This is an optimization exercise on Yosys and OpenROAD, whose aim is small area, not a production implementation. In this exercise RTL edits were held to simulation tests only and were not proved equivalent to the original. Power and IR drop assume default switching activity.

==> flow/design.v <==
module rising_edge_detector (
    input clk,           
    input reset_n,       
    input input_signal,  
    output rising_edge_detected  
);
reg input_signal_d1;
reg input_signal_d2;
always @(posedge clk or negedge reset_n) begin
    if (!reset_n) begin
        input_signal_d1 <= 0;
        input_signal_d2 <= 0;
    end else begin
        input_signal_d1 <= input_signal;
        input_signal_d2 <= input_signal_d1;
    end
end
assign rising_edge_detected = ~input_signal_d2 & input_signal_d1;
endmodule
module fi_channel (
    input  clk,
    input  rst,
    input  pin,
    input  ph0,       
    input  dph0,      
    input  [1:0] sph,
    input  hclr,      
    input  frz,
    input  mstate,
    input  accept,
    output hbit,      
    output slbit      
);
wire e;
rising_edge_detector red (
    .clk(clk),
    .reset_n(rst),
    .input_signal(pin),
    .rising_edge_detected(e)
);
reg [3:0] L;
reg fH, fD, cH, cD;
reg [27:0] H;
reg [13:0] D;
reg [3:0] SL;
wire w   = e & (&L);
wire toD = frz | accept;
wire hout = H[0] & ~hclr;
wire a    = mstate & D[0];
wire cHe  = ph0 ? (fH | (mstate & fD)) : cH;
wire hin  = hout ^ a ^ cHe;
wire cHn  = (hout & a) | (hout & cHe) | (a & cHe);
wire cDe  = dph0 ? (fD & frz) : cD;
wire din  = frz & (D[0] ^ cDe);
always @(posedge clk or negedge rst) begin
    if (!rst)
        L <= 4'd0;
    else if (e)
        L <= L + 1'b1;
end
always @(posedge clk or negedge rst) begin
    if (!rst)
        fH <= 1'b0;
    else
        fH <= (w & ~toD) | (fH & ~ph0);
end
always @(posedge clk) begin
    cH <= cHn;
    fD <= (w & toD) | (fD & ~dph0);
    cD <= D[0] & cDe;
end
always @(posedge clk) begin
    H <= {hin, H[27:1]};
    D <= {din, D[13:1]};
    if (accept)
        SL <= L;
end
assign hbit  = hout;
assign slbit = SL[sph];
endmodule
module fastinput_in (
    input  rst,
    input  clk,
    input  [3:0] Fast,
    input  ph0,
    input  dph0,
    input  [1:0] sph,
    input  hclr,
    input  frz,
    input  mstate,
    input  accept,
    output [3:0] hbit,
    output [3:0] slbit
);
genvar i;
generate
    for (i = 0; i < 4; i = i + 1) begin : ch
        fi_channel u (
            .clk(clk), .rst(rst), .pin(Fast[i]),
            .ph0(ph0), .dph0(dph0), .sph(sph),
            .hclr(hclr), .frz(frz), .mstate(mstate), .accept(accept),
            .hbit(hbit[i]), .slbit(slbit[i])
        );
    end
endgenerate
endmodule
module Receive2uart(
	input  uart_rxd,
	input  Clk,
	input  Rst,
	output is_cmd,
	output reg Rx_Done
);
reg s0_uart_rx, s1_uart_rx;
reg tmp0_uart_rx, tmp1_uart_rx;
reg uart_state;
reg [4:0] div_cnt;
reg [7:0] bps_cnt;
reg [1:0] acc;
reg match;
wire bps_Clk = uart_state && (div_cnt == 5'd3);
wire nedege = !tmp0_uart_rx & tmp1_uart_rx;
wire reject = (bps_cnt == 8'd12) && (acc == 2'd3);
assign is_cmd = match;
always @(posedge Clk or negedge Rst) begin
	if (!Rst) begin
		s0_uart_rx <= 1'b0;
		s1_uart_rx <= 1'b0;
		tmp0_uart_rx <= 1'b0;
		tmp1_uart_rx <= 1'b0;
	end else begin
		s0_uart_rx <= uart_rxd;
		s1_uart_rx <= s0_uart_rx;
		tmp0_uart_rx <= s1_uart_rx;
		tmp1_uart_rx <= tmp0_uart_rx;
	end
end
always @(posedge Clk) begin
	if (uart_state && div_cnt != 5'd19)
		div_cnt <= {div_cnt[3:0], ~(div_cnt[4] ^ div_cnt[2])};
	else
		div_cnt <= 5'd0;
end
always @(posedge Clk) begin
	if (!uart_state || bps_cnt == 8'd159 || reject)
		bps_cnt <= 8'd0;
	else if (bps_Clk)
		bps_cnt <= bps_cnt + 1'b1;
end
always @(posedge Clk or negedge Rst) begin
	if (!Rst)
		Rx_Done <= 1'b0;
	else
		Rx_Done <= uart_state && (bps_cnt == 8'd159);
end
wire in_win = (bps_cnt[3:0] >= 4'd6) && (bps_cnt[3:0] <= 4'd11) && (bps_cnt != 8'd41);
wire [3:0] grp = bps_cnt[7:4];
wire exp_bit = (grp == 4'd1) || (grp == 4'd3);
wire pol = (grp == 4'd0);
wire dbit = (grp == 4'd2) ? !acc[1] : (acc != 2'd3);
always @(posedge Clk) begin
	if (bps_Clk) begin
		if (bps_cnt[3:0] == 4'd0)
			acc <= 2'd0;
		else if (in_win && s1_uart_rx == pol && acc != 2'd3)
			acc <= acc + 1'b1;
		if (bps_cnt == 8'd12)
			match <= 1'b1;
		else if (bps_cnt[3:0] == 4'd12 && grp <= 4'd8 && dbit != exp_bit)
			match <= 1'b0;
	end
end
always @(posedge Clk or negedge Rst) begin
	if (!Rst)
		uart_state <= 1'b0;
	else if (nedege)
		uart_state <= 1'b1;
	else if (Rx_Done || reject)
		uart_state <= 1'b0;
end
endmodule
module Write2uart(
	input Clk,
	input Rst,
	input Send_en,
	input nbit,
	output reg uart_txd,
	output reg TX_Done,
	output reg [3:0] q,
	output slot0
);
reg [8:0] div_cnt;
reg uart_state;
wire div_lo  = uart_state && (div_cnt[8:3] == 6'd0) && div_cnt[1] && div_cnt[0];
wire bps_clk = div_lo && !div_cnt[2];
assign slot0 = div_lo && div_cnt[2];
always @(posedge Clk or negedge Rst) begin
	if (!Rst)
		TX_Done <= 1'b0;
	else
		TX_Done <= uart_state && (q == 4'd10);
end
always @(posedge Clk or negedge Rst) begin
	if (!Rst)
		uart_state <= 1'b0;
	else if (Send_en)
		uart_state <= 1'b1;
	else if (q == 4'd10)
		uart_state <= 1'b0;
end
always @(posedge Clk) begin
	if (!uart_state || q == 4'd10)
		q <= 4'd15;
	else if (bps_clk)
		q <= q + 1'b1;
end
always @(posedge Clk) begin
	if (uart_state && div_cnt != 9'd182)
		div_cnt <= {div_cnt[7:0], ~(div_cnt[8] ^ div_cnt[4])};
	else
		div_cnt <= 9'd0;
end
always @(posedge Clk or negedge Rst) begin
	if (!Rst)
		uart_txd <= 1'b1;
	else if (slot0) begin
		if (q == 4'd0)
			uart_txd <= 1'b0;
		else if (q <= 4'd8)
			uart_txd <= nbit;
		else
			uart_txd <= 1'b1;
	end
end
endmodule
module fastinput (
    input rst,
    input clk,
	input [3:0]CheckIO,
	input  receive,
    output write
);
wire RxDone;
wire is_cmd;
wire tx_done;
wire [3:0] q;
wire slot0;
reg WriteEnable;
reg acc_d1;          
reg acc_d2;
reg [4:0] m;         
reg [4:0] php;
reg hclr;
reg frz;
reg mstate;
reg nbit;
reg spend;
reg scarry;
reg [3:0] SumLo;
reg [3:0] SumHi;
wire accept = RxDone && !WriteEnable && is_cmd;
wire [3:0] hbit;
wire [3:0] slbit;
wire ph0  = (php == 5'd4);
wire dph0 = ph0 || (php == 5'd18);
wire ph31 = (php == 5'd31);
Write2uart Write2uart(
	.Clk(clk),
	.Rst(rst),
	.Send_en(WriteEnable),
	.nbit(nbit),
	.uart_txd(write),
	.TX_Done(tx_done),
	.q(q),
	.slot0(slot0)
);
fastinput_in fastinput_in (
    .rst(rst),
    .clk(clk),
    .Fast(CheckIO),
    .ph0(ph0),
    .dph0(dph0),
    .sph(php[1:0]),
    .hclr(hclr),
    .frz(frz),
    .mstate(mstate),
    .accept(accept),
    .hbit(hbit),
    .slbit(slbit)
);
Receive2uart Receive2uart(
	.uart_rxd(receive),
	.Clk(clk),
	.Rst(rst),
	.is_cmd(is_cmd),
	.Rx_Done(RxDone)
);
always @(posedge clk or negedge rst) begin
	if (!rst) begin
		acc_d1 <= 1'b0;
		acc_d2 <= 1'b0;
	end else begin
		acc_d1 <= accept;
		acc_d2 <= acc_d1;
	end
end
always @(posedge clk or negedge rst) begin
	if (!rst)
		WriteEnable <= 1'b0;
	else if (acc_d2)
		WriteEnable <= 1'b1;
	else if (m == 5'd16)
		WriteEnable <= 1'b0;
end
wire fresh = (m == 5'd29);
always @(posedge clk or negedge rst) begin
	if (!rst)
		m <= 5'd29;
	else if (tx_done)
		m <= (m + 1'b1) | {4'd0, fresh};
	else if (m == 5'd16)
		m <= 5'd30;
end
wire unfz = (m == 5'd15) && q[3] && !q[2];
always @(posedge clk or negedge rst) begin
	if (!rst) begin
		php <= 5'd4;
		hclr <= 1'b1;
		frz <= 1'b0;
		mstate <= 1'b0;
	end else begin
		php <= ph31 ? 5'd4 : php + 1'b1;
		if (ph31)
			hclr <= 1'b0;
		if (accept)
			frz <= 1'b1;
		else if (ph31 && unfz)
			frz <= 1'b0;
		if (ph31)
			mstate <= frz && unfz;
	end
end
wire [1:0] c = m[3:2];
wire [1:0] j = m[1:0];
wire lowm = (php[1:0] == q[1:0]);
wire lowp = (j == 2'd0) && !q[2];
wire hm   = (php[4:2] == {j, q[2]});
reg cond;
reg src;
always @(*) begin
	if (!m[4]) begin
		cond = lowm && (lowp || hm);
		src  = lowp ? slbit[c] : hbit[c];
	end else if (m == 5'd31) begin
		cond = 1'b1;
		src  = (q == 4'd1) || (q == 4'd2);
	end else if (m[0]) begin
		cond = 1'b1;
		src  = 1'b0;
	end else begin
		cond = lowm;
		src  = q[2] ? SumHi[0] : SumLo[0];
	end
end
always @(posedge clk) begin
	if (!q[3] && cond)
		nbit <= src;
end
wire sadd = spend && !slot0 && !m[4] && (j == 2'd0) && !q[3] && cond;
wire sold = (c != 2'd0) && (q[2] ? SumHi[0] : SumLo[0]);
wire scin = (q[2:0] != 3'd0) && scarry;
wire snew = sold ^ src ^ scin;
always @(posedge clk) begin
	if (slot0)
		spend <= 1'b1;
	else if (sadd)
		spend <= 1'b0;
	if (sadd)
		scarry <= (sold & src) | (sold & scin) | (src & scin);
	SumLo <= (sadd && !q[2]) ? {snew, SumLo[3:1]} : {SumLo[0], SumLo[3:1]};
	SumHi <= (sadd &&  q[2]) ? {snew, SumHi[3:1]} : {SumHi[0], SumHi[3:1]};
end
endmodule
==> flow/config.mk <==
export PLATFORM = sky130hd
export DESIGN_NAME = fastinput
export DESIGN_NICKNAME = fastinput
export VERILOG_FILES = /design/flow/design.v
export SDC_FILE = /design/flow/constraint.sdc
export NUM_CORES = 4
export LEC_CHECK = 0
export CAP_MARGIN = 20
export CORE_MARGIN = 2
export CORE_UTILIZATION = 40
export PLACE_DENSITY = 0.6
export SLEW_MARGIN = 20
==> flow/constraint.sdc <==
create_clock -name core_clock -period 10.0 [get_ports {clk}]
set_input_delay 2.0000 -clock core_clock [delete_from_list [all_inputs] [get_ports {clk}]]
set_output_delay 2.0000 -clock core_clock [all_outputs]
set_load 0.01 [all_outputs]
standard.sh (not shown) runs the stock make flow with config.mk's settings and CLKGATE_MAP_FILE= SYNTH_SCRIPT=/design/flow/synth_recipe.tcl, a recipe that flattens the netlist after the stock synthesis.
==> flow/flow/run.sh <==
#!/bin/bash
# The standard layout (standard.sh) with these changes:
#  - synthesis: synth_recipe.tcl unchanged, except that ABC maps the logic
#    with the area-oriented mapping in flow/area.abc (amap) instead of abc_speed.script,
#    adders are left to ABC (no extract_fa, no Kogge-Stone carry map).
#    Registers are created and mapped exactly as in the standard synthesis.
#  - the port buffers that buffer_ports inserts are sky130_fd_sc_hd__buf_1
#    instead of the delay buffer it picks by default;
#  - clock tree synthesis clusters at most 11 flip-flops within 40 um per
#    sky130_fd_sc_hd__clkbuf_4 and adds no dummy loads.
# ORFS writes each step's log under orfs/logs; the make output goes to
# standard.log.
set -euo pipefail
here=$(cd "$(dirname "$0")" && pwd)

cat > synth_area.tcl <<EOS
proc abc {args} {
  set i [lsearch -exact \$args -script]
  if {\$i >= 0 && [string match *abc_speed.script [lindex \$args [expr {\$i + 1}]]]} {
    lset args [expr {\$i + 1}] $here/area.abc
  }
  puts "abc script: [lindex \$args [expr {\$i + 1}]]"
  yosys abc {*}\$args
}
proc extract_fa {args} { puts "extract_fa skipped" }
EOS
cat synth_recipe.tcl >> synth_area.tcl

export SYNTH_OPERATIONS_ARGS="-nordff"
export BUFFER_PORTS_ARGS="-buffer_cell sky130_fd_sc_hd__buf_1"
export CTS_ARGS="-sink_clustering_enable -repair_clock_nets -sink_clustering_size 12 -sink_clustering_max_diameter 35 -buf_list sky130_fd_sc_hd__clkbuf_4 -tree_buf sky130_fd_sc_hd__clkbuf_8 -dont_use_dummy_load"
bash standard.sh SYNTH_SCRIPT=$PWD/synth_area.tcl finish > standard.log 2>&1
==> flow/flow/area.abc <==
strash
dch -f
amap -F 4 -A 10
Edit:
--- a/flow/flow/run.sh
+++ b/flow/flow/run.sh
@@ -30,3 +30,3 @@
 export BUFFER_PORTS_ARGS="-buffer_cell sky130_fd_sc_hd__buf_1"
-export CTS_ARGS="-sink_clustering_enable -repair_clock_nets -sink_clustering_size 12 -sink_clustering_max_diameter 35 -buf_list sky130_fd_sc_hd__clkbuf_4 -tree_buf sky130_fd_sc_hd__clkbuf_8 -dont_use_dummy_load"
+export CTS_ARGS="-sink_clustering_enable -repair_clock_nets -sink_clustering_size 11 -sink_clustering_max_diameter 40 -buf_list sky130_fd_sc_hd__clkbuf_4 -dont_use_dummy_load"
 bash standard.sh SYNTH_SCRIPT=$PWD/synth_area.tcl finish > standard.log 2>&1
Cell count shrinks by about 0.3%.
Wire length hardly moves.
Maximum frequency grows by 1.4%.
Final area stays flat.
Core utilization shrinks by 0.11 points.
Register-to-register slack barely changes.
Power shrinks by about 0.8%.
Die area does not change.
Edit:
--- a/flow/flow/run.sh
+++ b/flow/flow/run.sh
@@ -30,3 +30,3 @@
 export BUFFER_PORTS_ARGS="-buffer_cell sky130_fd_sc_hd__buf_1"
-export CTS_ARGS="-sink_clustering_enable -repair_clock_nets -sink_clustering_size 11 -sink_clustering_max_diameter 40 -buf_list sky130_fd_sc_hd__clkbuf_4 -dont_use_dummy_load"
+export CTS_ARGS="-sink_clustering_enable -repair_clock_nets -sink_clustering_size 11 -sink_clustering_max_diameter 40 -buf_list sky130_fd_sc_hd__clkbuf_4 -tree_buf sky130_fd_sc_hd__clkbuf_8 -dont_use_dummy_load"
 bash standard.sh SYNTH_SCRIPT=$PWD/synth_area.tcl finish > standard.log 2>&1
Outcome:
- The new run passed the timing, DRC and antenna checks
- synthesized area is unchanged
- non-clock buffer count is unchanged
- via count stays the same
- register-to-register slack barely changes
- sequential share of layout area is unchanged
- cell count is unchanged
- maximum frequency does not change
- power stays the same
- design area is unchanged
- clock-buffer cell count does not change

[what the ideal ports hide]
The results above use ideal ports. As a check the final layouts listed here were re-extracted and re-timed, cells and wires unchanged. Step 1: set_driving_cell puts a clkbuf_16 on clk and a buf_2 on each other input, an assumption about the parent block. Step 2 adds t to the input delays and takes it off the output delays; t is the mean of the earliest and latest rising clock arrival at the registers after step 1. Input paths then give back, and output paths get back, about the clock's delay inside the block. Three values: no drivers, after step 1, after step 2; two values: the first two.
run	shift t [ns]	slack for setup (ns)	worst setup path at the end
the first run	0.622	6.736 / 6.699 / 6.935	register to register
the second run	0.593	6.782 / 6.739 / 6.933	register to register
the third run	0.593	6.782 / 6.739 / 6.933	register to register
After both steps setup and hold are still met in every run listed.
